Context: an optimization exercise on an open-source flow, tuned for small area and a short achievable clock period. The choices shown serve that exercise and are no tape-out recipe.
Function was checked by simulation only, so behaviour that the tests miss may differ from the original.

==> flow/design.v (outline; a module is shown in full before it is edited, if it fits) <==
// module full_adder: 10 lines
// module final_adder: 244 lines
// module fp32_unpacker: 20 lines
// module fp32_aligner: 18 lines
// module wallace_tree_8_inputs: 507 lines
// module fp32_normalizer_rounder: 471 lines
// module fp32_packer: 14 lines
// module fp32_adder_tree_8_inputs: 851 lines
module fp32_adder_tree_8_inputs (
    input wire clk,
    input wire rst_n,
    input wire [127:0] dvr_fp32addtree8to1_s0,
    input wire [127:0] dvr_fp32addtree8to1_s1,
    input wire [2:0] cru_fp32addtree8to1,
    output wire [127:0] dr_fp32addtree8to1_d
);
  // ...
==> flow/flow/run.sh <==
#!/bin/bash
# Layout flow: ORFS, with two changes to its synthesis script and a setup
# margin for timing repair.
#  - synthesis: Yosys's generic synth step runs without its quick ABC pass, so
#    the full adders written in the RTL reach extract_fa as written (no
#    inverters around them); the final ABC mapping uses flow/abc.script.
#  - layout: standard steps; repair_timing aims at SETUP_SLACK_MARGIN; the
#    port buffers are the platform's smallest buffer.
# Each tool's output goes to ORFS's own logs (orfs/logs/...); make's output to flow.log.
set -euo pipefail
HERE=$(pwd)
FL=$HERE/flow
source $FL/params.sh
sed -e 's#^source \$::env(SCRIPTS_DIR)/synth_preamble.tcl#&\nset abc_args [lreplace $abc_args 1 1 '"$FL"'/abc.script]#' \
    -e 's#synth -top \$::env(DESIGN_NAME) -run fine: {\*}\$synth_full_args#& -noabc#' \
    $FLOW_HOME/scripts/synth.tcl > $HERE/my_synth.tcl
grep -q -- '-noabc' $HERE/my_synth.tcl
grep -q 'abc.script\]' $HERE/my_synth.tcl
sed -e "s#source \$::env(SCRIPTS_DIR)/synth.tcl#source $HERE/my_synth.tcl#" synth_recipe.tcl > my_synth_recipe.tcl
grep -q my_synth.tcl my_synth_recipe.tcl
sed -e "s#SYNTH_SCRIPT=[^ ]*#SYNTH_SCRIPT=$HERE/my_synth_recipe.tcl#" standard.sh > my_standard.sh
grep -q my_synth_recipe.tcl my_standard.sh
export SETUP_SLACK_MARGIN=$MARGIN
# every port still gets a buffer, the smallest one
export BUFFER_PORTS_ARGS="${PORTBUF:--buffer_cell sky130_fd_sc_hd__buf_1}"
bash my_standard.sh finish > flow.log 2>&1
==> flow/flow/abc.script <==
strash
dch
map -B 0.9
topo
mfs
strash
dch
map -B 0.9
topo
mfs
strash
dch
map -B 0.9
topo
stime -c
upsize -c
dnsize -c
==> flow/flow/params.sh <==
MARGIN=42.5

==> flow/standard.sh <==
#!/bin/bash
# synth_recipe.tcl (not shown) runs the flow's synth.tcl, then flattens the netlist and writes it again
# the make line also repeats each setting of config.mk as NAME=value (left out here)
make -C /OpenROAD-flow-scripts/flow DESIGN_CONFIG=/design/flow/config.mk WORK_HOME=/design/flow/orfs CLKGATE_MAP_FILE= SYNTH_SCRIPT=/design/flow/synth_recipe.tcl "${@:-finish}"
==> flow/config.mk <==
export PLATFORM = sky130hd
export DESIGN_NAME = fp32_adder_tree_8_inputs
export DESIGN_NICKNAME = fp32_adder_tree_8_inputs
export VERILOG_FILES = /design/flow/design.v
export SDC_FILE = /design/flow/constraint.sdc
export NUM_CORES = 8
export LEC_CHECK = 0
export ABC_AREA = 1
export CAP_MARGIN = 20
export CORE_MARGIN = 2
export CORE_UTILIZATION = 40
export SLEW_MARGIN = 20
==> flow/constraint.sdc <==
create_clock -name core_clock -period 64.0 [get_ports {clk}]
set_input_delay 12.8000 -clock core_clock [delete_from_list [all_inputs] [get_ports {clk}]]
set_output_delay 12.8000 -clock core_clock [all_outputs]
set_load 0.01 [all_outputs]
==> impl_metrics.csv, run 1 <==
group,metric,value,unit
critical_path,end_kind,"flop",
critical_path,crit_path_end,"row_a_q[10]",
yosys,synth-edff-count,0,
final_layout,nMultiInputCombCells,4526,
global_route,grtUsageMet3,0.03444,
place,dp_hpwl,116.9,mm
sta,fmaxAchievable,0.04736,GHz
final_layout,syn2layout_area_growth,16.39,%
yosys,ys_seq_elements,86,
final_layout,final_common_cell,"nand2_1",
sta,finalSetupTns,0,ns
place,port_buffers,388,
route,vias_per_cell,5.510,
clock_network,postCtsHoldBufs,0,
global_route,track_usage,0.3365,
yosys,synth_most_common_cell,"nand2_1",
global_route,grt_pass1_vias,34294,
route,wl_met1,58.85,mm
final_layout,finish.utilization,0.4686,
clock_network,clockBufferDepth,2,
status,run_status,"timing/DRC/antenna clean",
global_route,overflow,0,
clock_network,htree_levels,3,
clock_network,ctsResizeCount,152,
floorplan,start_util,0.4026,
route,routedWlPerCell,20.56,microns
sta,setup_ws,42.89,ns
floorplan,rows,102,
yosys,yosys-top-cells-area,"nand2_1, fa_1, o21ai_0",
final_layout,final_area,0.03612,sq mm
final_layout,n_clock_buffer,9,
yosys,syn_area_per_cell,5.937,sq um
place,pre_cts_ws,39.57,ns
final_layout,n_all_buffers,505,
floorplan,coreArea,0.07708,sq mm
final_layout,seq_cells,86,
sta,max_slew.worst_pin.slew,1.116,ns
yosys,synth_adder_area_share,0.2033,
final_layout,reg_top3,"row_a_q: 36 flops, row_b_q: 35 flops, emax_q: 8 flops",
route,ant_nets,0,
route,drc,0,
critical_path,required,64.26,ns
==> inputs of run 2 (changes only) <==
==> flow/flow/abc.script (replaced) <==
strash
dch
map -B 0.9
topo
mfs
strash
dch
map -B 0.9
topo
stime -c
buffer -c
upsize -c
dnsize -c
==> impl_metrics.csv, run 2 <==
group,metric,value,unit
status,run_status,"timing/DRC/antenna clean",
hold_path,worst_hold_path_type,"in2async",
route,vias_per_cell,5.524,
sta,relSlewSlack,0.2530,
yosys,ys.warnings.count,1,
yosys,synth_top_cell_by_area,"nand2_1",
place,dp_hpwl,117.4,mm
final_layout,final_cell_mix,"nand2_1, o21ai_0, inv_1, nor2_1, buf_1",
place,pre_cts_ws,39.48,ns
critical_path,worstSetupPathType,"in2reg",
floorplan,start_util,0.4041,
final_layout,largest_register_ffs,36,
clock_network,clock_sinks,86,
critical_path,worst-path-buf-inv,8,
final_layout,fin_cells,6913,
final_layout,finish.utilization,0.4583,
sta,finalSetupTns,0,ns
yosys,seq_area_frac_synth,0.05296,
place,gp_congestion,1.009,
sta,max_slew.worst_pin.slew,1.110,ns
critical_path,critPathTopFamily,"adder cells",
run,cap_viol_max_count,0,
yosys,ys_types,64,
route,ant_nets,0,
final_layout,final_common_cell,"nand2_1",
yosys,mappedNetlistNets,6195,
clock_network,cts_tree,"done",
critical_path,startpoint_type,"primary input",
floorplan,coreArea,0.08068,sq mm
floorplan,die_h,289.5,microns
yosys,mappedNetlistArea,0.03261,sq mm
final_layout,final_area,0.03697,sq mm
yosys,synth-edff-count,0,
critical_path,required,64.24,ns
final_layout,reg_top3,"row_a_q: 36 flops, row_b_q: 35 flops, emax_q: 8 flops",
yosys,syn_area_per_cell,5.855,sq um
clock_network,cts_buffers,9,
sta,rsz0062_at_grt,"yes",
critical_path,worst-path-max-fanout,28,
yosys,async_flop_share,0.01163,
sta,slew_violations,0,
final_layout,largest-register,"row_a_q",
place,dp_cells,6796,
critical_path,end_kind,"flop",
global_route,grt_antenna_before_repair,19,
sta,fin_crit,21.21,ns
route,drc,0,
global_route,grt_pass1_wl,203.9,mm
route,routedWlPerCell,20.34,microns
place,place_area,0.03457,sq mm
yosys,yosys-top-cells-area,"nand2_1, fa_1, o21ai_0",
final_layout,syn2layout_area_growth,13.40,%
sta,fmaxAchievable,0.04716,GHz
yosys,synthFlopType,"dfxtp_1",
yosys,synth_top_area_share,0.1963,
yosys,netlist_instances,5569,
final_layout,drive_gt1_frac,0.09321,
sta,fin_crit_sh,0.3313,
global_route,overflow,0,
sta,setup_ws,42.79,ns
place,port_buffers,388,
critical_path,max_stage_delay,0.76,ns
route,wirelength,140.6,mm
clock_network,clockBufferDepth,2,
sta,setup_viol,0,
clock_network,htree_levels,3,
floorplan,rows,104,
floorplan,die_w,289.5,microns
sta,hold_viol_final,0,
yosys,synth_most_common_cell,"nand2_1",
global_route,grt_max_degree,41,
route,dr.pass1.iters,6,
floorplan,io-pin-count,389,
critical_path,slowest_stage,"fa_1",
global_route,grt_pass1_vias,34504,
final_layout,nNetsFinal,6468,
clock_network,clk_pin_slew,0.08,ns
yosys,ys_seq_elements,86,
route,routed-via-count,38186,
floorplan,die_area,0.08381,sq mm
critical_path,critPathArrivalTime,21.45,ns
yosys,yosys-top-cells-count,"nand2_1, o21ai_0, inv_1",
clock_network,cts_root_buf,"clkbuf_16",
sta,holdWs,12.18,ns
critical_path,cp_common_cell,"fa_1",
route,drtIter0Drc,3321,
global_route,track_usage,0.3155,
-- run 2: cell count changes after synthesis, sizes merged, moves of 16 or more --
cell and delta:
buf +70, clkbuf +198, clkinv -562, inv +551, nand2 +92, nor2 +41, nor3 +16, nor4 -16
-- run 2: timing repair --
action / 4_1_cts / 5_1_grt
setup buffers: 9 / 57
hold buffers: 0 / 0
gates cloned: 2 / 27
gates resized for setup: 138 / 300
endpoints found under the setup margin: 68 / 192
pin swaps: 10 / 82
-- run 2: worst max path at each step --
| stage | start | to | slack [ns] | cells past startpoint |
|---|---|---|---|---|
| after floorplan | dvr_fp32addtree8to1_s1[78] | row_a_q[12] | 42.66 | 45 |
| after global placement | dvr_fp32addtree8to1_s1[9] | row_a_q[1] | 39.55 | 41 |
| after detailed placement | dvr_fp32addtree8to1_s1[9] | row_a_q[1] | 39.48 | 43 |
| after CTS | dvr_fp32addtree8to1_s1[14] | row_a_q[10] | 42.52 | 44 |
| after global routing | dvr_fp32addtree8to1_s1[41] | row_a_q[16] | 42.42 | 48 |
| final | dvr_fp32addtree8to1_s1[88] | row_a_q[23] | 42.79 | 38 |
-- run 2: logic make-up (layout without fill, tap and decap cells) --
family | Yosys count | in the layout | share of synthesized area
adder cells (fa/ha/maj) | 365 | 365 | 0.1935
flip-flops | 86 | 86 | 0.05296
AND/OR/NAND/NOR | 2872 | 2877 | 0.3745
other | 0 | 6 | 0
buffers and inverters | 887 | 1158 | 0.1094
XOR/XNOR | 297 | 297 | 0.07978
multiplexers | 82 | 82 | 0.02517
AO/OA/AOI/OAI | 980 | 982 | 0.1648
-- run 2: layer usage --
metal	vias up	wire (microns)	global-route usage	part of all wire
li1	18597	-	-	-
met2	1482	65630	0.5288	0.47
met3	330	9255	0.03799	0.066
met4	26	7011	0.1349	0.050
met1	17751	58560	0.4090	0.42
met5	-	177	0	0.0013
-- run 2: cell type report --
| cell class | instances | area (sq um) |
|---|---|---|
| tap | 1060 | 1326 |
| sequential | 86 | 1727 |
| clock inverter | 7 | 71.32 |
| antenna | 6 | 15.01 |
| clock buffer | 9 | 225.2 |
| timing repair buffer | 510 | 2480 |
| timing repair inverter | 13 | 82.58 |
| inverter | 619 | 2425 |
| fill | 8974 | 43700 |
| multi-input combinational | 4603 | 28620 |
==> inputs of run 3 (changes only) <==
==> flow/flow/abc.script (replaced) <==
strash
dch
map -B 0.9
topo
mfs
strash
dch
map -B 0.9
topo
mfs
strash
dch
map -B 0.9
topo
stime -c
buffer -c
upsize -c
dnsize -c
==> impl_metrics.csv, run 3 <==
group,metric,value,unit
sta,fin_crit_sh,0.3293,
final_layout,final_common_cell,"nand2_1",
hold_path,worst_hold_path_type,"in2async",
critical_path,cp_common_cell,"nand2_1",
sta,hold_viol_final,0,
final_layout,largest_register_ffs,36,
global_route,grt_pass1_vias,33823,
final_layout,antennaDiodeCount,0,
route,routed-via-count,37351,
sta,max_slew.worst_pin.slew,1.122,ns
sta,holdWs,12.18,ns
floorplan,start_util,0.4037,
yosys,async_flop_share,0.01163,
yosys,netlist_instances,5483,
clock_network,clockBufferDepth,2,
global_route,track_usage,0.3005,
floorplan,die_w,289.1,microns
floorplan,die_area,0.08359,sq mm
final_layout,syn2layout_area_growth,12.62,%
floorplan,die_h,289.1,microns
critical_path,end_kind,"flop",
sta,finalSetupTns,0,ns
yosys,ys_types,68,
floorplan,io-pin-count,389,
yosys,ys_seq_elements,86,
final_layout,drive_gt1_frac,0.08462,
sta,setup_viol,0,
yosys,seq_area_frac_synth,0.05310,
place,dp_hpwl,111.9,mm
yosys,mappedNetlistArea,0.03252,sq mm
critical_path,startpoint_type,"primary input",
route,dr.pass1.iters,6,
critical_path,worstSetupPathType,"in2reg",
final_layout,nNetsFinal,6400,
yosys,synth_most_common_cell,"nand2_1",
final_layout,nFillCells,8818,
critical_path,critPathArrivalTime,21.36,ns
route,wirelength,133.2,mm
final_layout,final_area,0.03662,sq mm
place,gp_congestion,1.016,
final_layout,reg_top3,"row_a_q: 36 flops, row_b_q: 35 flops, emax_q: 8 flops",
route,ant_nets,0,
critical_path,slowest_stage,"fa_1",
sta,fin_crit,21.08,ns
clock_network,htree_levels,3,
status,run_status,"timing/DRC/antenna clean",
yosys,mappedNetlistNets,6109,
clock_network,clk_pin_slew,0.08,ns
critical_path,worst-path-max-fanout,12,
yosys,yosys-top-cells-area,"nand2_1, fa_1, o21ai_0",
route,vias_per_cell,5.461,
critical_path,required,64.29,ns
route,routedWlPerCell,19.48,microns
sta,rsz0062_at_grt,"yes",
final_layout,final_cell_mix,"nand2_1, o21ai_0, inv_1, nor2_1, buf_1",
route,drc,0,
sta,slew_violations,0,
clock_network,cts_root_buf,"clkbuf_16",
floorplan,rows,104,
yosys,synth_top_area_share,0.1875,
final_layout,largest-register,"row_a_q",
clock_network,postCtsHoldBufs,0,
global_route,grt_antenna_before_repair,11,
yosys,yosys-top-cells-count,"nand2_1, o21ai_0, inv_1",
final_layout,fin_cells,6839,
yosys,ys.warnings.count,1,
floorplan,coreArea,0.08055,sq mm
global_route,grt_max_degree,46,
critical_path,max_stage_delay,0.64,ns
yosys,synth-edff-count,0,
sta,fmaxAchievable,0.04745,GHz
clock_network,cts_buffers,9,
place,place_area,0.03455,sq mm
global_route,grt_pass1_wl,194.4,mm
clock_network,clock_sinks,86,
yosys,synth_top_cell_by_area,"nand2_1",
place,port_buffers,388,
run,cap_viol_max_count,0,
yosys,syn_area_per_cell,5.931,sq um
yosys,synthFlopType,"dfxtp_1",
global_route,overflow,0,
clock_network,cts_tree,"done",
route,drtIter0Drc,3019,
place,dp_cells,6720,
sta,relSlewSlack,0.2518,
-- run 3: changes by cell type after synthesis, moves of 11 or more --
cell,before,now
a31oi_1,26,15
buf_1,28,16
buf_6,23,12
nor3_1,63,43
nor4_1,65,81
inv_1,575,593
nor2_1,497,462
nand4_4,0,11
nand2_1,1705,1624
nand2_2,34,23
-- run 3: layer usage --
metal	up-vias	GRT usage	share of wire	wire [microns]
li1	18426	-	-	-
met1	17204	0.3771	0.41	54990
met3	289	0.04071	0.065	8694
met4	10	0.1406	0.056	7410
met5	-	0	0.00052	69
met2	1422	0.5094	0.47	62050
-- run 3: logic make-up after synthesis --
family	share of synthesized area
mux	0.02555
simple gates	0.3694
xor+xnor	0.08026
buf+inv	0.1074
fa+ha+maj	0.1940
compound gates	0.1703
flops	0.05310
-- run 3: final cells by class --
type | count | area [sq um] | area share
Clock inverter | 7 | 76.32 | 0.002084
Timing Repair inverter | 11 | 67.56 | 0.001845
Clock buffer | 9 | 225.2 | 0.006150
Sequential cell | 86 | 1727 | 0.04715
Inverter | 630 | 2447 | 0.06683
Multi-Input combinational cell | 4517 | 28230 | 0.7708
Timing Repair Buffer | 519 | 2522 | 0.06888
Tap cell | 1060 | 1326 | 0.03622
-- run 3: timing repair --
action                                  in CTS  in global routing
gates cloned                                 2                 19
setup buffers                               12                 69
gates resized for setup                     94                218
endpoints found under the setup margin      68                192
pin swaps                                   10                 77
-- run 3: worst max path at each step --
stage | start | end | slack, ns | cells past startpoint
after detailed placement | dvr_fp32addtree8to1_s1[121] | row_a_q[1] | 39.83 | 37
after global routing | dvr_fp32addtree8to1_s1[73] | row_a_q[15] | 42.40 | 49
after CTS | dvr_fp32addtree8to1_s1[45] | row_a_q[2] | 42.51 | 48
after floorplan | dvr_fp32addtree8to1_s1[105] | row_a_q[10] | 42.71 | 46
after global placement | dvr_fp32addtree8to1_s1[121] | row_a_q[1] | 39.83 | 37
final | dvr_fp32addtree8to1_s1[25] | row_a_q[25] | 42.92 | 48
-- run 3: critical path: cells and delay by family --
| family | cells | cell delay [ns] |
|---|---|---|
| AO/OA/AOI/OAI | 12 | 1.55 |
| adder cells (fa/ha/maj) | 7 | 2.93 |
| AND/OR/NAND/NOR | 21 | 2.74 |
| buffers and inverters | 7 | 0.93 |
| XOR/XNOR | 1 | 0.37 |
-- run 3: through the flow --
stage	setup WS (ns)	utilization
2_1_floorplan	42.71	-
3_3_place_gp	39.83	0.4289
3_5_place_dp	39.83	0.4289
4_1_cts	42.51	0.4368
5_1_grt	42.40	0.4547
6_report	42.92	0.4547
==> inputs of run 4 (changes only) <==
==> flow/flow/abc.script (replaced) <==
strash
dch
map -B 0.9
topo
mfs
strash
dch
map -B 0.9
topo
stime -c
buffer -c
upsize -c
dnsize -c
==> flow/flow/params.sh (replaced) <==
MARGIN=43

==> impl_metrics.csv, run 4 <==
group,metric,value,unit
status,run_status,"timing/DRC/antenna clean",
place,pre_cts_ws,39.90,ns
sta,relSlewSlack,0.08761,
yosys,ys_types,64,
sta,holdWs,12.18,ns
run,cap_viol_max_count,0,
floorplan,die_h,289.5,microns
floorplan,die_area,0.08381,sq mm
final_layout,drive_gt1_frac,0.1458,
critical_path,required,64.33,ns
final_layout,final_cell_mix,"nand2_1, o21ai_0, inv_1, nor2_1, buf_1",
clock_network,cts_tree,"done",
sta,setup_ws,43.03,ns
floorplan,die_w,289.5,microns
global_route,grt_max_degree,41,
sta,slew_violations,0,
sta,hold_viol_final,0,
clock_network,htree_levels,3,
final_layout,largest_register_ffs,36,
final_layout,fin_cells,7012,
yosys,mappedNetlistNets,6195,
yosys,syn_area_per_cell,5.855,sq um
place,place_area,0.03454,sq mm
critical_path,startpoint_type,"primary input",
global_route,grt_pass1_vias,35000,
route,dr.pass1.iters,11,
yosys,netlist_instances,5569,
yosys,ys_seq_elements,86,
global_route,grt_pass1_wl,201.3,mm
route,wirelength,139.1,mm
clock_network,postCtsHoldBufs,0,
sta,fin_crit_sh,0.3277,
clock_network,cts_buffers,9,
final_layout,finish.utilization,0.4858,
clock_network,clk_pin_slew,0.08,ns
yosys,yosys-top-cells-area,"nand2_1, fa_1, o21ai_0",
yosys,synth-edff-count,0,
final_layout,nNetsFinal,6567,
place,dp_hpwl,113.7,mm
clock_network,clockBufferDepth,2,
yosys,seq_area_frac_synth,0.05296,
sta,finalSetupTns,0,ns
critical_path,end_kind,"flop",
yosys,synth_top_area_share,0.1963,
sta,fmaxAchievable,0.04768,GHz
critical_path,worst-path-max-fanout,12,
floorplan,io-pin-count,389,
sta,fin_crit,20.97,ns
route,drc,0,
floorplan,start_util,0.4041,
floorplan,coreArea,0.08068,sq mm
global_route,track_usage,0.3105,
clock_network,clock_sinks,86,
yosys,synth_top_cell_by_area,"nand2_1",
route,drtIter0Drc,3516,
final_layout,largest-register,"row_a_q",
yosys,ys.warnings.count,1,
final_layout,final_common_cell,"nand2_1",
route,ant_nets,0,
final_layout,reg_top3,"row_a_q: 36 flops, row_b_q: 35 flops, emax_q: 8 flops",
critical_path,slowest_stage,"fa_2",
place,gp_congestion,1.030,
yosys,mappedNetlistArea,0.03261,sq mm
global_route,grt_antenna_before_repair,15,
final_layout,final_area,0.03919,sq mm
sta,max_slew.worst_pin.slew,1.367,ns
route,vias_per_cell,5.527,
final_layout,syn2layout_area_growth,20.21,%
yosys,async_flop_share,0.01163,
yosys,synthFlopType,"dfxtp_1",
yosys,yosys-top-cells-count,"nand2_1, o21ai_0, inv_1",
hold_path,worst_hold_path_type,"in2async",
clock_network,cts_root_buf,"clkbuf_16",
critical_path,critPathArrivalTime,21.30,ns
critical_path,worstSetupPathType,"in2reg",
floorplan,rows,104,
sta,setup_viol,0,
route,routed-via-count,38756,
place,dp_cells,6792,
route,routedWlPerCell,19.84,microns
critical_path,max_stage_delay,0.61,ns
yosys,synth_most_common_cell,"nand2_1",
sta,rsz0062_at_grt,"yes",
global_route,overflow,0,
place,port_buffers,388,
[run 4: cell types whose count changed after synthesis, sizes merged, moves of 8 or more]
cell    change
nor3       +16
inv        -14
nand2      +92
o211ai      -8
a31oi      +11
buf        +16
nor4       -16
nand3      -11
nor2       +41
o21bai      -8
[run 4: final timing paths]
kind	from	end	slack, ns	cells after the start
min in group core_clock	cru_fp32addtree8to1[1]	seg_q[1]	12.52	1
worst min-delay path	rst_n	valid_q	12.18	1
max in group asynchronous	rst_n	valid_q	51.73	1
worst max-delay path	dvr_fp32addtree8to1_s1[89]	row_a_q[4]	43.03	43
[run 4: worst max-delay path: cells and delay by family]
kind,cells,cell delay (ns)
buf+inv,9,1.05
fa+ha+maj,7,3.25
simple gates,12,1.66
xor+xnor,1,0.15
compound gates,14,2.33
[run 4: area by class of cell]
class | count | area (sq um)
Fill cell | 8690 | 41480
Multi-Input combinational cell | 4609 | 29800
Timing Repair Buffer | 604 | 3473
Inverter | 619 | 2464
Sequential cell | 86 | 1727
Tap cell | 1060 | 1326
Clock buffer | 9 | 225.2
Timing Repair inverter | 12 | 87.58
Clock inverter | 7 | 78.83
Antenna cell | 6 | 15.01
[run 4: timing repair]
item,4_1_cts,5_1_grt
endpoints found under the hold margin,0,0
setup endpoints to repair,192,192
pin swaps,50,201
setup buffers,36,127
resized for setup,286,515
gates cloned,20,15
[run 4: kinds of logic (layout without fill, tap and decap cells)]
logic type	after synthesis	in the layout	synth area share
xor+xnor	297	298	0.07978
compound gates	980	983	0.1648
simple gates	2872	2881	0.3745
mux	82	82	0.02517
buf+inv	887	1251	0.1094
other cells	0	6	0
fa+ha+maj	365	365	0.1935
flops	86	86	0.05296
[run 4: routing by layer]
metal / share of wire / GRT usage / wire length (microns) / up-vias
li1: - / - / - / 18759
met1: 0.41 / 0.3993 / 56620 / 17871
met2: 0.46 / 0.5104 / 63420 / 1731
met3: 0.074 / 0.03917 / 10230 / 385
met4: 0.063 / 0.1594 / 8797 / 10
met5: 0.00042 / 0 / 58 / -
==> inputs of run 5 (changes only) <==
==> flow/flow/abc.script (replaced) <==
strash
dch
map -B 0.9
topo
mfs
strash
dch
map -B 0.9
topo
mfs
strash
dch
map -B 0.9
topo
stime -c
buffer -c
upsize -c
dnsize -c
==> flow/flow/params.sh (replaced) <==
MARGIN=41.5

==> impl_metrics.csv, run 5 <==
group,metric,value,unit
floorplan,io-pin-count,389,
critical_path,slowest_stage,"fa_1",
run,cap_viol_max_count,0,
hold_path,worst_hold_path_type,"in2async",
global_route,track_usage,0.2994,
yosys,netlist_instances,5483,
critical_path,startpoint_type,"primary input",
sta,rsz0062_at_grt,"no",
global_route,grt_max_degree,46,
yosys,ys_types,68,
global_route,overflow,0,
floorplan,die_h,289.1,microns
sta,fin_crit_sh,0.3413,
critical_path,cp_common_cell,"nand2_1",
clock_network,cts_tree,"done",
sta,finalSetupTns,0,ns
final_layout,syn2layout_area_growth,8.207,%
floorplan,die_area,0.08359,sq mm
place,gp_congestion,1.016,
floorplan,rows,104,
yosys,synth_top_cell_by_area,"nand2_1",
route,wirelength,130.4,mm
route,drc,0,
route,drtIter0Drc,3100,
yosys,ys_seq_elements,86,
critical_path,required,64.24,ns
final_layout,nFillCells,8923,
sta,relSlewSlack,0.2904,
yosys,mappedNetlistNets,6109,
final_layout,final_cell_mix,"nand2_1, o21ai_0, inv_1, nor2_1, buf_1",
yosys,synth_most_common_cell,"nand2_1",
route,dr.pass1.iters,8,
global_route,grtUsageMet3,0.03835,
place,dp_hpwl,111.9,mm
yosys,syn_area_per_cell,5.931,sq um
global_route,grt_antenna_before_repair,11,
clock_network,cts_root_buf,"clkbuf_16",
route,routedWlPerCell,19.31,microns
final_layout,largest_register_ffs,36,
global_route,met1_usage,0.3776,
status,run_status,"timing/DRC/antenna clean",
yosys,async_flop_share,0.01163,
floorplan,die_w,289.1,microns
global_route,grt_pass1_wl,193.5,mm
route,vias_per_cell,5.414,
clock_network,clockBufferDepth,2,
place,port_buffers,388,
final_layout,largest-register,"row_a_q",
yosys,mappedNetlistArea,0.03252,sq mm
sta,fmaxAchievable,0.04578,GHz
yosys,ys.warnings.count,1,
global_route,grt-busiest-layer,"met2",
place,pre_cts_ws,39.83,ns
sta,slew_violations,0,
sta,fin_crit,21.84,ns
final_layout,reg_top3,"row_a_q: 36 flops, row_b_q: 35 flops, emax_q: 8 flops",
yosys,synth_top_area_share,0.1875,
final_layout,drive_gt1_frac,0.04551,
clock_network,htree_levels,3,
final_layout,antennaDiodeCount,0,
final_layout,final_common_cell,"nand2_1",
sta,setup_ws,42.16,ns
clock_network,clk_pin_slew,0.08,ns
critical_path,critPathArrivalTime,22.08,ns
global_route,grt_use_met2,0.5093,
clock_network,clock_sinks,86,
floorplan,coreArea,0.08055,sq mm
global_route,grt_pass1_vias,33624,
route,ant_nets,0,
sta,setup_viol,0,
critical_path,worst-path-max-fanout,25,
critical_path,worstSetupPathType,"in2reg",
yosys,seq_area_frac_synth,0.05310,
critical_path,end_kind,"flop",
yosys,synthFlopType,"dfxtp_1",
yosys,synth-edff-count,0,
sta,max_slew.worst_pin.slew,1.064,ns
floorplan,start_util,0.4037,
yosys,yosys-top-cells-area,"nand2_1, fa_1, o21ai_0",
yosys,yosys-top-cells-count,"nand2_1, o21ai_0, inv_1",
critical_path,cp-startpoint,"dvr_fp32addtree8to1_s1[8]",
critical_path,max_stage_delay,0.58,ns
final_layout,nNetsFinal,6312,
clock_network,cts_buffers,9,
sta,hold_viol_final,0,
route,routed-via-count,36551,
[run 5: cell types whose count changed after synthesis, moves of 11 or more]
cell,change
nand2_1,-81
nor2_1,-35
nor3_1,-20
inv_1,+18
nor4_1,+16
buf_1,-12
a31oi_1,-11
buf_6,-11
nand2_2,-11
nand4_4,+11
[run 5: kinds of logic after synthesis]
group,after synthesis,synth area share
and+or+nand+nor,2765,0.3694
AOI/OAI and AO/OA,1001,0.1703
buffers and inverters,885,0.1074
adders and majority gates,365,0.1940
xor gates and xnor gates,298,0.08026
DFF,86,0.05310
muxes,83,0.02555
[run 5: final timing paths]
check,to,slack [ns],depth (start not counted)
max,row_a_q[13],42.16,45
min,valid_q,12.18,1
max in group asynchronous,valid_q,51.72,1
min in group core_clock,seg_q[1],12.52,1
[run 5: what timing repair did]
action,4_1_cts,5_1_grt
cloned,0,3
hold buffers,0,0
endpoints found under the setup margin,68,68
resized for setup,24,57
pin swaps,1,3
endpoints found under the hold margin,0,0
setup buffers,1,10
[run 5: area by class of cell]
class                   count  area [sq um]  area share
repair inverters            2         10.01   0.0002845
clock buffers               9         225.2    0.006401
well taps                1060          1326     0.03769
clock inverters             7         76.32    0.002169
repair buffers            444          1903     0.05409
inverters                 630          2396     0.06810
multi-input cells        4513         27520      0.7822
flip-flops and latches     86          1727     0.04907
[run 5: worst max-delay path, delay by kind of cell]
kind,cells,cell delay [ns]
fa+ha+maj,6,2.94
compound gates,11,1.78
simple gates,18,2.79
xor+xnor,1,0.36
buf+inv,9,1.37
[run 5: metrics by stage]
step	instance area (sq um)	util	hold WS [ns]	cells
final	35190	0.4368	12.18	6751
after global routing	35190	0.4368	12.17	6751
after CTS	34940	0.4337	12.16	6737
after detailed placement	34550	0.4289	12.56	6720
after global placement	34550	0.4289	12.56	6720
after floorplan	32520	-	12.50	5483
[run 5: layer usage]
metal / share of wire / vias to the layer above
li1: - / 18254
met4: 0.051 / 10
met5: 0.00051 / -
met3: 0.060 / 243
met2: 0.47 / 1234
met1: 0.42 / 16810
==> inputs of run 6 (changes only) <==
==> flow/flow/abc.script (replaced) <==
strash
dch
map -B 0.9
topo
mfs
strash
dc2
dch
map -B 0.9
topo
stime -c
buffer -c
upsize -c
dnsize -c
==> impl_metrics.csv, run 6 <==
group,metric,value,unit
status,run_status,"timing/DRC/antenna clean",
place,port_buffers,388,
route,wl_met1,54.57,mm
yosys,synth-edff-count,0,
sta,fmaxAchievable,0.04537,GHz
place,gp_congestion,1.048,
sta,fin_crit,22.04,ns
global_route,grt_pass1_wl,189.1,mm
sta,max_slew.worst_pin.slew,1.240,ns
critical_path,critPathArrivalTime,22.28,ns
floorplan,rows,102,
route,drc,0,
yosys,seq_area_frac_synth,0.05509,
route,routed-via-count,35034,
clock_network,cts_root_buf,"clkbuf_16",
yosys,mappedNetlistNets,5728,
yosys,yosys-top-cells-count,"nand2_1, o21ai_0, inv_1",
clock_network,cts_buffers,9,
route,vias_per_cell,5.445,
floorplan,coreArea,0.07747,sq mm
critical_path,end_kind,"flop",
critical_path,slowest_stage,"fa_1",
yosys,ys_types,68,
sta,rsz0062_at_grt,"no",
route,dr.pass1.iters,6,
route,wl_met2,59.37,mm
final_layout,seq_area,0.001727,sq mm
final_layout,nNetsFinal,6014,
final_layout,largest_register_ffs,36,
critical_path,worstSetupPathType,"in2reg",
critical_path,worst-path-max-fanout,8,
final_layout,reg_top3,"row_a_q: 36 flops, row_b_q: 35 flops, emax_q: 8 flops",
clock_network,clockBufferDepth,2,
yosys,mappedNetlistArea,0.03134,sq mm
final_layout,final_cell_mix,"nand2_1, o21ai_0, inv_1, buf_1, nor2_1",
sta,slew_violations,0,
yosys,synth_most_common_cell,"nand2_1",
clock_network,clk_pin_slew,0.07,ns
clock_network,cts_tree,"done",
global_route,grt_antenna_before_repair,8,
sta,finalSetupTns,0,ns
run,cap_viol_max_count,0,
critical_path,cp_common_cell,"fa_1",
yosys,synth_top_area_share,0.1703,
hold_path,worst_hold_path_type,"in2async",
final_layout,largest-register,"row_a_q",
route,wirelength,128.3,mm
sta,hold_viol_final,0,
yosys,async_flop_share,0.01163,
global_route,track_usage,0.2999,
yosys,netlist_instances,5102,
clock_network,clock_sinks,86,
critical_path,startpoint_type,"primary input",
final_layout,nFillCells,8416,
final_layout,final_common_cell,"nand2_1",
route,top_layer,"met5",
critical_path,cp-startpoint,"dvr_fp32addtree8to1_s1[91]",
yosys,ys_seq_elements,86,
route,ant_nets,0,
yosys,syn_area_per_cell,6.143,sq um
sta,relSlewSlack,0.1732,
yosys,synth_top_cell_by_area,"nand2_1",
floorplan,start_util,0.4046,
critical_path,required,64.24,ns
yosys,yosys-top-cells-area,"nand2_1, fa_1, o21ai_0",
final_layout,drive_gt1_frac,0.09345,
global_route,grt_pass1_vias,31927,
route,route.met3.wl,7.364,mm
clock_network,htree_levels,3,
final_layout,multi_input_area,0.02718,sq mm
global_route,grt_max_degree,41,
critical_path,max_stage_delay,0.54,ns
floorplan,die_area,0.08061,sq mm
global_route,overflow,0,
route,drtIter0Drc,2904,
yosys,ys.warnings.count,1,
floorplan,io-pin-count,389,
yosys,synthFlopType,"dfxtp_1",
sta,holdWs,12.19,ns
route,routedWlPerCell,19.95,microns
floorplan,die_h,283.9,microns
sta,fin_crit_sh,0.3444,
floorplan,die_w,283.9,microns
sta,setup_viol,0,
place,dp_hpwl,108.9,mm
final_layout,syn2layout_area_growth,13.35,%
run 6: layer usage:
layer  GRT usage  vias up
met5           0        -
met4      0.1393        6
met3     0.02114      248
met2      0.5005     1404
met1      0.3947    16164
li1            -    17212
run 6: stage by stage:
step           instance area [sq um]  utilization  setup WS (ns)  cells
2_1_floorplan                  31340            -          41.75   5102
3_3_place_gp                   33510       0.4326          39.13   6335
3_5_place_dp                   33510       0.4326          39.05   6335
4_1_cts                        34000       0.4389          41.49   6355
5_1_grt                        35530       0.4586          41.39   6434
6_report                       35530       0.4586          41.96   6434
run 6: cells by family (layout without fill, tap and decap cells):
group                    count (synthesis)  after routing  share of synthesized area
AND/OR/NAND/NOR                       2322           2326                     0.3253
buffers and inverters                  859           1145                     0.1061
flip-flops                              86             86                    0.05509
other                                    0              1                          0
XOR/XNOR                               328            328                    0.09233
multiplexers                           115            115                    0.03672
adder cells (fa/ha/maj)                365            365                     0.2013
AO/OA/AOI/OAI                         1027           1028                     0.1833
run 6: critical path: cells and delay by family:
family	cells	cell delay, ns
XOR/XNOR	1	0.26
adder cells (fa/ha/maj)	6	2.75
AO/OA/AOI/OAI	25	3.10
buffers and inverters	10	1.65
AND/OR/NAND/NOR	14	1.68
run 6: what timing repair did:
item                                    4_1_cts  5_1_grt
pin swaps                                     2       63
endpoints found under the hold margin         0        0
endpoints found under the setup margin       68      192
gates cloned                                  2       24
setup buffers                                 2       50
hold buffers                                  0        0
gates resized for setup                      65      259
run 6: path summary, 6_finish.rpt:
check | end | slack [ns]
min in group core_clock | seg_q[0] | 12.53
min | valid_q | 12.19
max | row_b_q[16] | 41.96
max in group asynchronous | valid_q | 51.71
run 6: cell type report:
class	instances	area share
Multi-Input combinational cell	4162	0.7649
Timing Repair Buffer	509	0.07269
Inverter	608	0.06663
Sequential cell	86	0.04860
Tap cell	1040	0.03662
Clock buffer	9	0.006339
Clock inverter	7	0.002148
Timing Repair inverter	12	0.001972
Antenna cell	1	0.00007043
==> inputs of run 7 (changes only) <==
==> flow/flow/abc.script (replaced) <==
strash
dch
map -B 0.9
topo
mfs
strash
dch
map -B 0.9
topo
mfs
strash
dch
map -B 0.9
topo
stime -c
upsize -c
dnsize -c
==> impl_metrics.csv, run 7 <==
group,metric,value,unit
place,dp_cells,6707,
clock_network,clock_sinks,86,
clock_network,clockBufferDepth,2,
critical_path,worst-path-buf-inv,5,
global_route,grt_pass1_wl,199.4,mm
sta,fin_crit_sh,0.3443,
route,wirelength,135.3,mm
floorplan,die_h,282.6,microns
critical_path,startpoint_type,"primary input",
global_route,track_usage,0.3250,
yosys,syn_area_per_cell,5.937,sq um
critical_path,critPathTopFamily,"adder cells",
sta,fin_crit,22.03,ns
critical_path,cp_common_cell,"nand2_1",
global_route,grt_max_degree,46,
yosys,mappedNetlistArea,0.03104,sq mm
final_layout,nNetsFinal,6341,
sta,rsz0062_at_grt,"no",
global_route,grt_pass1_vias,33861,
yosys,netlist_instances,5228,
route,drc,0,
clock_network,cts_tree,"done",
final_layout,final_common_cell,"nand2_1",
sta,setup_viol,0,
yosys,mappedNetlistNets,5854,
place,dp_hpwl,116.0,mm
final_layout,largest_register_ffs,36,
floorplan,io-pin-count,389,
floorplan,die_area,0.07984,sq mm
sta,hold_viol_final,0,
sta,max_slew.worst_pin.slew,1.099,ns
critical_path,worstSetupPathType,"in2reg",
yosys,muxShareOfSynthArea,0.02677,
run,cap_viol_max_count,0,
yosys,synth_adder_area_share,0.2033,
yosys,yosys-top-cells-count,"nand2_1, o21ai_0, clkinv_1",
sta,slew_violations,0,
floorplan,coreArea,0.07708,sq mm
yosys,ys_seq_elements,86,
yosys,synth-simple-area-share,0.3759,
critical_path,max_stage_delay,0.64,ns
final_layout,final_area,0.03510,sq mm
clock_network,cts_root_buf,"clkbuf_16",
clock_network,clk_pin_slew,0.08,ns
critical_path,slowest_stage,"xor2_1",
place,place_area,0.03423,sq mm
clock_network,cts_buffers,9,
yosys,synthFlopType,"dfxtp_1",
yosys,ys.warnings.count,1,
yosys,yosys-top-cells-area,"nand2_1, fa_1, o21ai_0",
final_layout,reg_top3,"row_a_q: 36 flops, row_b_q: 35 flops, emax_q: 8 flops",
route,routed-via-count,37306,
final_layout,final_cell_mix,"nand2_1, o21ai_0, clkinv_1, nor2_1, buf_1",
yosys,synth_top_family_by_area,"simple AND/OR/NAND/NOR gates",
yosys,async_flop_share,0.01163,
yosys,synth_compound_area_frac,0.1781,
global_route,overflow,0,
sta,holdWs,12.19,ns
final_layout,drive_gt1_frac,0.04301,
sta,fmaxAchievable,0.04538,GHz
yosys,synth_top_cell_by_area,"nand2_1",
final_layout,fin_cells,6761,
floorplan,start_util,0.4026,
status,run_status,"timing/DRC/antenna clean",
sta,finalSetupTns,0,ns
final_layout,syn2layout_area_growth,13.11,%
hold_path,worst_hold_path_type,"in2async",
floorplan,rows,102,
yosys,ys_types,57,
critical_path,worst-path-max-fanout,25,
critical_path,end_kind,"flop",
yosys,synth_most_common_cell,"nand2_1",
route,routedWlPerCell,20.01,microns
critical_path,critPathArrivalTime,22.28,ns
sta,relSlewSlack,0.2596,
final_layout,largest-register,"row_a_q",
yosys,synth_xor_area_frac,0.08409,
route,dr.pass1.iters,8,
route,drtIter0Drc,3542,
global_route,grt_antenna_before_repair,13,
yosys,synth-edff-count,0,
floorplan,die_w,282.6,microns
route,vias_per_cell,5.518,
route,ant_nets,0,
place,gp_congestion,1.026,
yosys,synth_top_area_share,0.1986,
yosys,seq_area_frac_synth,0.05563,
final_layout,nFillCells,8571,
clock_network,htree_levels,3,
place,port_buffers,388,
critical_path,required,64.25,ns
## run 7: cell count changes in the layout (fill, tap and decap cells not counted), sizes merged, moves of 23 or more
cell	delta
buf	-25
clkinv	+550
inv	-526
mux2i	-32
nand2	+213
nand3	+186
nand4	-40
nor2	+70
o21ai	-23
## run 7: through the flow
stage / utilization / setup WS (ns)
global placement: 0.4436 / 39.59
finish: 0.4554 / 41.97
floorplan: - / 41.71
global route: 0.4554 / 41.46
CTS: 0.4489 / 41.50
detailed placement: 0.4441 / 39.71
## run 7: cell type report
class | count | area [sq um] | share of cell area
antenna | 1 | 2.502 | 0.00007128
clock buffer | 9 | 225.2 | 0.006416
clock inverter | 7 | 75.07 | 0.002139
inverter | 630 | 2434 | 0.06932
multi-input combinational | 4513 | 27160 | 0.7736
sequential | 86 | 1727 | 0.04919
tap | 1040 | 1301 | 0.03707
timing repair buffer | 471 | 2161 | 0.06155
timing repair inverter | 4 | 22.52 | 0.0006416
## run 7: cells by family after synthesis
logic type               count (synthesis)
AND/OR/NAND/NOR                       2765
AO/OA/AOI/OAI                         1001
buffers and inverters                  630
adder cells (fa/ha/maj)                365
XOR/XNOR                               298
flip-flops                              86
multiplexers                            83
## run 7: what timing repair did
item                                    in CTS  in global routing
gates resized for setup                     35                 78
endpoints found under the setup margin      68                 68
gates cloned                                 0                  7
pin swaps                                    2                  7
hold buffers                                 0                  0
buffers inserted                             3                 25
## run 7: how the worst max path moves through the flow
stage	from	to	slack [ns]	depth (start not counted)
floorplan	dvr_fp32addtree8to1_s1[105]	row_a_q[3]	41.71	42
CTS	dvr_fp32addtree8to1_s1[43]	row_a_q[2]	41.50	45
detailed placement	dvr_fp32addtree8to1_s1[121]	row_a_q[1]	39.71	43
finish	dvr_fp32addtree8to1_s1[108]	row_a_q[8]	41.97	43
global placement	dvr_fp32addtree8to1_s1[121]	row_a_q[8]	39.59	44
global route	dvr_fp32addtree8to1_s1[44]	row_a_q[3]	41.46	49
## run 7: metal layers
metal  track usage  vias to the layer above  wire length (microns)
met3       0.04163                      263                   9405
met4        0.1323                       20                   6338
met2        0.5473                     1404                  62810
met5             0                        -                    138
met1        0.4193                    17224                  56580
li1              -                    18395                      -
==> inputs of run 8 (changes only) <==
==> flow/flow/abc.script (replaced) <==
strash
dch
map -B 0.8
topo
mfs
strash
dch
map -B 0.8
topo
mfs
strash
dch
map -B 0.8
topo
stime -c
==> flow/flow/params.sh (replaced) <==
MARGIN=42.5

==> impl_metrics.csv, run 8 <==
group,metric,value,unit
status,run_status,"timing/DRC/antenna clean",
floorplan,die_area,0.07965,sq mm
yosys,ys_types,44,
floorplan,coreArea,0.07708,sq mm
sta,max_slew.worst_pin.slew,1.101,ns
final_layout,drive_gt1_frac,0.1024,
clock_network,clk_pin_slew,0.09,ns
floorplan,start_util,0.4017,
place,dp_hpwl,114.6,mm
critical_path,critPathTopFamily,"adder cells",
yosys,synth_most_common_cell,"nand2_1",
yosys,seq_area_frac_synth,0.05577,
floorplan,die_h,282.2,microns
route,routedWlPerCell,20.00,microns
route,ant_nets,0,
route,drtIter0Drc,3108,
yosys,synthFlopType,"dfxtp_1",
global_route,grt_max_degree,43,
yosys,syn_area_per_cell,5.917,sq um
yosys,yosys-top-cells-area,"nand2_1, fa_1, o21ai_0",
hold_path,worst_hold_path_type,"in2async",
yosys,async_flop_share,0.01163,
sta,relSlewSlack,0.2616,
sta,fin_crit_sh,0.3331,
route,wirelength,136.7,mm
final_layout,nFillCells,8504,
yosys,netlist_instances,5233,
place,gp_congestion,1.033,
sta,finalSetupTns,0,ns
critical_path,end_kind,"flop",
route,routed-via-count,37825,
final_layout,nNetsFinal,6420,
yosys,synth_top_area_share,0.1951,
floorplan,die_w,282.2,microns
run,cap_viol_max_count,0,
sta,fin_crit,21.32,ns
sta,rsz0062_at_grt,"no",
global_route,grt_antenna_before_repair,5,
final_layout,syn2layout_area_growth,20.06,%
global_route,grt_pass1_wl,200.8,mm
critical_path,critPathArrivalTime,21.57,ns
critical_path,required,64.25,ns
final_layout,largest-register,"row_a_q",
critical_path,cp_common_cell,"fa_1",
route,drc,0,
sta,hold_viol_final,0,
critical_path,worst-path-max-fanout,8,
place,port_buffers,388,
clock_network,clockBufferDepth,2,
final_layout,final_cell_mix,"nand2_1, o21ai_0, clkinv_1, nand3_1, nor2_1",
global_route,grt_pass1_vias,34341,
yosys,synth_top_cell_by_area,"nand2_1",
critical_path,max_stage_delay,0.59,ns
clock_network,htree_levels,3,
critical_path,worstSetupPathType,"in2reg",
sta,fmaxAchievable,0.04691,GHz
route,vias_per_cell,5.531,
sta,setup_viol,0,
global_route,track_usage,0.3264,
floorplan,rows,102,
clock_network,cts_buffers,9,
critical_path,worst-path-buf-inv,7,
clock_network,cts_root_buf,"clkbuf_16",
clock_network,cts_tree,"done",
final_layout,antennaDiodeCount,0,
yosys,yosys-top-cells-count,"nand2_1, o21ai_0, clkinv_1",
final_layout,reg_top3,"row_a_q: 36 flops, row_b_q: 35 flops, emax_q: 8 flops",
yosys,ys_seq_elements,86,
yosys,mappedNetlistArea,0.03096,sq mm
sta,slew_violations,0,
clock_network,postCtsHoldBufs,0,
final_layout,largest_register_ffs,36,
yosys,mappedNetlistNets,5859,
critical_path,startpoint_type,"primary input",
final_layout,final_common_cell,"nand2_1",
clock_network,clock_sinks,86,
critical_path,slowest_stage,"fa_1",
floorplan,io-pin-count,389,
yosys,ys.warnings.count,1,
route,dr.pass1.iters,6,
yosys,synth-edff-count,0,
global_route,overflow,0,
[run 8: final cells by class]
type                       instances  area, sq um  share of cell area
clock buffer                       9        225.2            0.006059
multi-input combinational       4505        28550              0.7680
timing repair buffer             530         2665             0.07169
inverter                         660         2621             0.07051
clock inverter                     7        73.82            0.001986
tap                             1040         1301             0.03501
timing repair inverter             2        11.26           0.0003029
sequential                        86         1727             0.04645
[run 8: metrics by stage]
step / hold slack (ns) / setup WS (ns) / instances / area, sq um / util
after floorplan: 12.50 / 42.56 / 5233 / 31070 / -
after global placement: 12.56 / 39.81 / 6702 / 34140 / 0.4429
after detailed placement: 12.57 / 39.81 / 6702 / 34140 / 0.4429
after CTS: 12.15 / 42.51 / 6763 / 35210 / 0.4568
after global routing: 12.17 / 42.32 / 6839 / 37170 / 0.4822
final: 12.16 / 42.68 / 6839 / 37170 / 0.4822
[run 8: metal layers]
| metal | global-route usage | vias up | part of all wire |
|---|---|---|---|
| met5 | 0 | - | 0 |
| met4 | 0.1467 | 0 | 0.052 |
| met3 | 0.02544 | 293 | 0.057 |
| met2 | 0.5601 | 1358 | 0.47 |
| met1 | 0.4181 | 17515 | 0.42 |
| li1 | - | 18659 | - |
[run 8: path summary, 6_finish.rpt]
kind	depth (start not counted)	endpoint	from
worst max-delay path	42	row_a_q[26]	dvr_fp32addtree8to1_s1[87]
worst min-delay path	1	valid_q	rst_n
min in group core_clock	1	seg_q[1]	cru_fp32addtree8to1[1]
max in group asynchronous	1	valid_q	rst_n
[run 8: cell families after synthesis]
logic type	count (synthesis)	share of synthesized area
simple gates	2751	0.3734
compound gates	1005	0.1809
buf+inv	660	0.08001
fa+ha+maj	365	0.2038
xor+xnor	299	0.08458
flops	86	0.05577
mux	67	0.02166
[run 8: what timing repair did]
action,4_1_cts,5_1_grt
gates cloned,8,14
endpoints found under the setup margin,192,192
pin swaps,32,100
hold endpoints to repair,0,0
gates resized for setup,166,363
setup buffers,37,62
==> inputs of run 9 (changes only) <==
==> flow/flow/abc.script (replaced) <==
strash
dch
map -B 0.95
topo
mfs
strash
dch
map -B 0.95
topo
mfs
strash
dch
map -B 0.95
topo
stime -c
==> impl_metrics.csv, run 9 <==
group,metric,value,unit
floorplan,die_h,283.3,microns
run,cap_viol_max_count,0,
yosys,mappedNetlistArea,0.03121,sq mm
yosys,synthFlopType,"dfxtp_1",
global_route,overflow,0,
sta,setup_viol,0,
place,port_buffers,388,
critical_path,max_stage_delay,0.67,ns
clock_network,clockBufferDepth,2,
floorplan,die_w,283.3,microns
global_route,grt_pass1_wl,208.0,mm
route,drtIter0Drc,3544,
final_layout,nFillCells,8651,
critical_path,startpoint_type,"primary input",
final_layout,final_common_cell,"nand2_1",
yosys,yosys-top-cells-count,"nand2_1, o21ai_0, clkinv_1",
critical_path,end_kind,"flop",
route,dr.pass1.iters,7,
yosys,syn_area_per_cell,5.843,sq um
final_layout,finish.utilization,0.4770,
yosys,synth_top_family_by_area,"simple AND/OR/NAND/NOR gates",
clock_network,clock_sinks,86,
clock_network,cts_root_buf,"clkbuf_16",
yosys,synth_top_cell_by_area,"nand2_1",
place,place_area,0.03446,sq mm
yosys,synth_compound_area_frac,0.1763,
sta,finalSetupTns,0,ns
yosys,synth_adder_area_share,0.2021,
yosys,ys_seq_elements,86,
route,routedWlPerCell,19.97,microns
yosys,netlist_instances,5341,
final_layout,drive_gt1_frac,0.07836,
yosys,muxShareOfSynthArea,0.02181,
yosys,async_flop_share,0.01163,
yosys,seq_area_frac_synth,0.05533,
route,drc,0,
final_layout,syn2layout_area_growth,18.20,%
final_layout,final_cell_mix,"nand2_1, o21ai_0, clkinv_1, nor2_1, nand3_1",
route,wirelength,138.7,mm
route,ant_nets,0,
critical_path,worst-path-max-fanout,8,
final_layout,reg_top3,"row_a_q: 36 flops, row_b_q: 35 flops, emax_q: 8 flops",
global_route,grt_pass1_vias,35449,
final_layout,final_area,0.03689,sq mm
floorplan,coreArea,0.07734,sq mm
yosys,mappedNetlistNets,5967,
sta,hold_viol_final,0,
yosys,ys.warnings.count,1,
yosys,yosys-top-cells-area,"nand2_1, fa_1, o21ai_0",
sta,fin_crit_sh,0.3314,
critical_path,cp-startpoint,"dvr_fp32addtree8to1_s1[62]",
sta,setup_ws,42.79,ns
yosys,ys_types,42,
place,pre_cts_ws,39.36,ns
sta,slew_violations,0,
critical_path,slowest_stage,"fa_2",
clock_network,htree_levels,3,
clock_network,cts_buffers,9,
final_layout,antennaDiodeCount,0,
sta,max_slew.worst_pin.slew,1.112,ns
critical_path,required,64.25,ns
global_route,track_usage,0.3287,
clock_network,cts_tree,"done",
critical_path,worstSetupPathType,"in2reg",
status,run_status,"timing/DRC/antenna clean",
floorplan,io-pin-count,389,
hold_path,worst_hold_path_type,"in2async",
place,dp_hpwl,116.1,mm
critical_path,critPathArrivalTime,21.46,ns
global_route,grt_antenna_before_repair,2,
yosys,synth-edff-count,0,
route,routed-via-count,38283,
sta,rsz0062_at_grt,"no",
final_layout,nNetsFinal,6530,
sta,relSlewSlack,0.2506,
global_route,grt_max_degree,44,
final_layout,largest_register_ffs,36,
clock_network,clk_pin_slew,0.07,ns
place,gp_congestion,1.015,
yosys,synth-simple-area-share,0.3848,
yosys,synth_top_area_share,0.2102,
sta,fin_crit,21.21,ns
yosys,synth_xor_area_frac,0.08503,
final_layout,largest-register,"row_a_q",
floorplan,start_util,0.4035,
sta,fmaxAchievable,0.04714,GHz
route,vias_per_cell,5.509,
yosys,synth_most_common_cell,"nand2_1",
floorplan,rows,102,
floorplan,die_area,0.08027,sq mm
run 9: changes by cell type after synthesis, sizes merged, moves of 16 or more:
| cell | previous run | this run |
|---|---|---|
| clkinv | 660 | 620 |
| nand2 | 1609 | 1748 |
| o22ai | 59 | 22 |
| or2 | 34 | 18 |
| a22oi | 53 | 74 |
| nor2 | 436 | 514 |
| nand4 | 107 | 56 |
| nor4 | 54 | 72 |
run 9: cells by family after synthesis:
kind of cell	count (synthesis)
xor+xnor	303
buf+inv	620
compound gates	990
mux	68
fa+ha+maj	365
flops	86
simple gates	2909
run 9: per-stage QoR:
stage          cells  hold slack, ns
2_1_floorplan   5341           12.50
3_3_place_gp    6813           12.56
3_5_place_dp    6813           12.57
4_1_cts         6877           12.17
5_1_grt         6949           12.18
6_report        6949           12.19
run 9: final cells by class:
cell class,count,area (sq um),share of cell area
Tap cell,1040,1301,0.03528
Multi-Input combinational cell,4650,28390,0.7695
Sequential cell,86,1727,0.04681
Timing Repair inverter,1,5.005,0.0001357
Inverter,620,2427,0.06580
Timing Repair Buffer,536,2741,0.07432
Clock buffer,9,225.2,0.006105
Clock inverter,7,75.07,0.002035
run 9: what timing repair did:
action                                  4_1_cts  5_1_grt
endpoints found under the setup margin      192      192
cloned                                        9        8
gates resized for setup                     138      216
hold buffers                                  0        0
pin swaps                                    29       72
buffers inserted                             39       64
run 9: worst max-delay path by stage:
stage / depth (start not counted) / end / slack, ns
floorplan: 39 / row_a_q[13] / 42.51
global placement: 38 / row_a_q[1] / 39.31
detailed placement: 35 / row_a_q[6] / 39.36
CTS: 33 / row_a_q[11] / 42.50
global route: 45 / row_a_q[8] / 42.36
finish: 44 / row_a_q[8] / 42.79
run 9: routing by layer:
metal  global-route usage  up-vias  part of all wire
li1                     -    18844                 -
met1               0.4299    17603              0.42
met2               0.5529     1527              0.46
met3              0.03639      307             0.067
met4               0.1295        2             0.046
met5                    0        -          0.000086
run 9: worst max-delay path: cells and delay by family:
| family | cells | cell delay [ns] |
|---|---|---|
| simple gates | 15 | 2.10 |
| xor+xnor | 1 | 0.11 |
| fa+ha+maj | 7 | 3.04 |
| compound gates | 14 | 2.22 |
| buf+inv | 7 | 1.19 |
==> inputs of run 10 (changes only) <==
==> flow/flow/abc.script (replaced) <==
strash
dch
map -B 0.9
topo
mfs
strash
dch
map -B 0.9
topo
stime -c
buffer -c
upsize -c
dnsize -c
==> flow/flow/params.sh (replaced) <==
MARGIN=42

--- a/flow/config.mk
+++ b/flow/config.mk
@@ -8,5 +8,5 @@
 export ABC_AREA = 1
 export CAP_MARGIN = 20
 export CORE_MARGIN = 2
-export CORE_UTILIZATION = 40
+export CORE_UTILIZATION = 55
 export SLEW_MARGIN = 20
==> impl_metrics.csv, run 10 <==
group,metric,value,unit
status,run_status,"timing/DRC/antenna clean",
yosys,seq_area_frac_synth,0.05296,
sta,fin_crit,21.80,ns
global_route,track_usage,0.4157,
critical_path,required,64.23,ns
yosys,netlist_instances,5569,
critical_path,cp_common_cell,"nor2_1",
clock_network,cts_root_buf,"clkbuf_16",
final_layout,largest-register,"row_a_q",
critical_path,max_stage_delay,0.61,ns
yosys,mappedNetlistNets,6195,
final_layout,final_common_cell,"nand2_1",
yosys,synth_top_family_by_area,"simple AND/OR/NAND/NOR gates",
place,dp_cells,6505,
yosys,ys_seq_elements,86,
critical_path,end_kind,"flop",
yosys,async_flop_share,0.01163,
sta,slew_violations,0,
clock_network,htree_levels,3,
place,place_area,0.03418,sq mm
clock_network,cts_tree,"done",
yosys,synth_adder_area_share,0.1935,
final_layout,syn2layout_area_growth,7.947,%
sta,relSlewSlack,0.2349,
route,vias_per_cell,5.867,
yosys,synth_xor_area_frac,0.07978,
yosys,synth_top_area_share,0.1963,
global_route,grt_pass1_vias,34234,
final_layout,nNetsFinal,6404,
floorplan,start_util,0.5545,
critical_path,startpoint_type,"primary input",
clock_network,clock_sinks,86,
floorplan,die_w,247.5,microns
route,dr.pass1.iters,9,
sta,rsz0062_at_grt,"yes",
critical_path,slowest_stage,"ha_1",
clock_network,cts_buffers,9,
clock_network,clockBufferDepth,2,
route,drc,0,
yosys,synthFlopType,"dfxtp_1",
yosys,synth_compound_area_frac,0.1648,
critical_path,critPathTopFamily,"adder cells",
run,cap_viol_max_count,0,
critical_path,worst-path-buf-inv,6,
yosys,synth_top_cell_by_area,"nand2_1",
route,routedWlPerCell,20.28,microns
final_layout,largest_register_ffs,36,
final_layout,fin_cells,6559,
floorplan,coreArea,0.05880,sq mm
final_layout,nFillCells,6059,
final_layout,final_area,0.03520,sq mm
yosys,yosys-top-cells-count,"nand2_1, o21ai_0, inv_1",
clock_network,postCtsHoldBufs,0,
yosys,ys.warnings.count,1,
yosys,synth_most_common_cell,"nand2_1",
global_route,grt_pass1_wl,195.6,mm
floorplan,io-pin-count,389,
global_route,grt_max_degree,41,
yosys,synth-simple-area-share,0.3745,
route,drtIter0Drc,4249,
clock_network,clk_pin_slew,0.07,ns
place,port_buffers,388,
hold_path,worst_hold_path_type,"in2async",
global_route,grt_antenna_before_repair,17,
route,ant_nets,0,
yosys,ys_types,64,
critical_path,critPathArrivalTime,22.04,ns
sta,setup_viol,0,
sta,max_slew.worst_pin.slew,1.143,ns
floorplan,rows,89,
place,gp_congestion,1.081,
place,dp_hpwl,112.4,mm
route,routed-via-count,38480,
sta,fmaxAchievable,0.04586,GHz
final_layout,final_cell_mix,"nand2_1, o21ai_0, inv_1, nor2_1, buf_1",
sta,hold_viol_final,0,
sta,finalSetupTns,0,ns
route,wirelength,133.0,mm
yosys,synth-edff-count,0,
final_layout,drive_gt1_frac,0.05689,
final_layout,reg_top3,"row_a_q: 36 flops, row_b_q: 35 flops, emax_q: 8 flops",
yosys,syn_area_per_cell,5.855,sq um
yosys,mappedNetlistArea,0.03261,sq mm
sta,fin_crit_sh,0.3407,
yosys,muxShareOfSynthArea,0.02517,
critical_path,worstSetupPathType,"in2reg",
global_route,overflow,0,
floorplan,die_h,247.5,microns
yosys,yosys-top-cells-area,"nand2_1, fa_1, o21ai_0",
critical_path,worst-path-max-fanout,26,
floorplan,die_area,0.06125,sq mm
[run 10: cell types whose count changed after synthesis, sizes merged, moves of 8 or more]
cell    previous run  this run
nand3            393       363
clkbuf             0       198
nand4             56        69
o21bai            24        16
a21oi             84        92
a22o              15         4
a31oi             17        26
inv                0       597
mux2i             68        82
clkinv           620        22
buf                0        70
[run 10: layout make-up]
cell class	instances	area, sq um	area share
multi-input cells	4601	27790	0.7896
repair inverters	6	35.03	0.0009954
well taps	773	967.2	0.02748
clock buffers	9	225.2	0.006399
inverters	619	2392	0.06797
flip-flops and latches	86	1727	0.04906
clock inverters	7	81.33	0.002311
diodes	3	7.507	0.0002133
repair buffers	455	1971	0.05599
[run 10: repair_timing]
| item | CTS | global route |
|---|---|---|
| setup endpoints to repair | 68 | 106 |
| gates resized for setup | 65 | 113 |
| setup buffers | 3 | 19 |
| gates cloned | 1 | 12 |
| pin swaps | 3 | 22 |
[run 10: cell families (layout without fill, tap and decap cells)]
family          after synthesis  count (layout)
other cells                   0               3
flops                        86              86
fa+ha+maj                   365             365
buf+inv                     887            1096
mux                          82              82
xor+xnor                    297             298
compound gates              980             981
simple gates               2872            2875
[run 10: routing by layer]
metal	part of all wire	GRT usage	vias up
li1	-	-	18469
met1	0.39	0.5316	17523
met2	0.44	0.6575	2023
met3	0.10	0.09061	437
met4	0.062	0.2149	28
met5	0.0014	0	-
[run 10: through the flow]
| stage | hold WS [ns] | utilization | worst slack (ns) |
|---|---|---|---|
| 6_report | 12.18 | 0.5986 | 42.20 |
| 3_3_place_gp | 12.56 | 0.5813 | 39.40 |
| 4_1_cts | 12.18 | 0.5893 | 42.07 |
| 5_1_grt | 12.19 | 0.5986 | 41.88 |
| 2_1_floorplan | 12.50 | - | 42.66 |
| 3_5_place_dp | 12.57 | 0.5813 | 39.30 |
[run 10: final timing paths]
path	startpoint	endpoint	cells after the start
max in group asynchronous	rst_n	valid_q	1
min in group core_clock	cru_fp32addtree8to1[1]	seg_q[1]	1
worst max-delay path	dvr_fp32addtree8to1_s1[72]	row_a_q[16]	41
worst min-delay path	rst_n	valid_q	1

[static timing again, ports no longer ideal]
How much do the figures lean on ideal ports? The routed layouts below were timed once more, with nothing changed but the port constraints.
Step 1 assumes that a clkbuf_16 drives the clock port and a buf_2 every other input.
Step 2, shift: input delay + t, output delay - t, t = (earliest + latest rising clock arrival at the registers) / 2. This alone moves slack from input paths to output paths.
Slacks: ideal ports / drivers / drivers and shift; pairs: ideal ports / drivers.
run	t, ns	setup slack, ns	worst setup path at the end	latest minus earliest clock arrival (ns)	worst data-port slew with drivers (ns)
run 1	0.433	42.886 / 42.911 / 42.477	input to register	0.026 / 0.027	0.16
run 2	0.414	42.795 / 42.823 / 42.409	input to register	0.011 / 0.011	0.11
run 3	0.407	42.924 / 42.949 / 42.542	input to register	0.013 / 0.013	0.09
run 4	0.422	43.029 / 43.026 / 42.604	input to register	0.013 / 0.013	0.08
run 5	0.405	42.157 / 42.169 / 41.763	input to register	0.013 / 0.013	0.10
run 6	0.414	41.959 / 41.981 / 41.566	input to register	0.010 / 0.011	0.10
run 7	0.407	41.966 / 41.989 / 41.582	input to register	0.018 / 0.018	0.10
run 8	0.421	42.683 / 42.711 / 42.290	input to register	0.026 / 0.027	0.08
run 9	0.423	42.787 / 42.810 / 42.387	input to register	0.023 / 0.023	0.08
run 10	0.428	42.196 / 42.227 / 41.799	input to register	0.025 / 0.024	0.11
After both steps setup and hold are still met in every run listed. For run 4, which loses most, drivers alone change the setup slack by -0.003 ns; drivers and shift together by -0.425 ns.
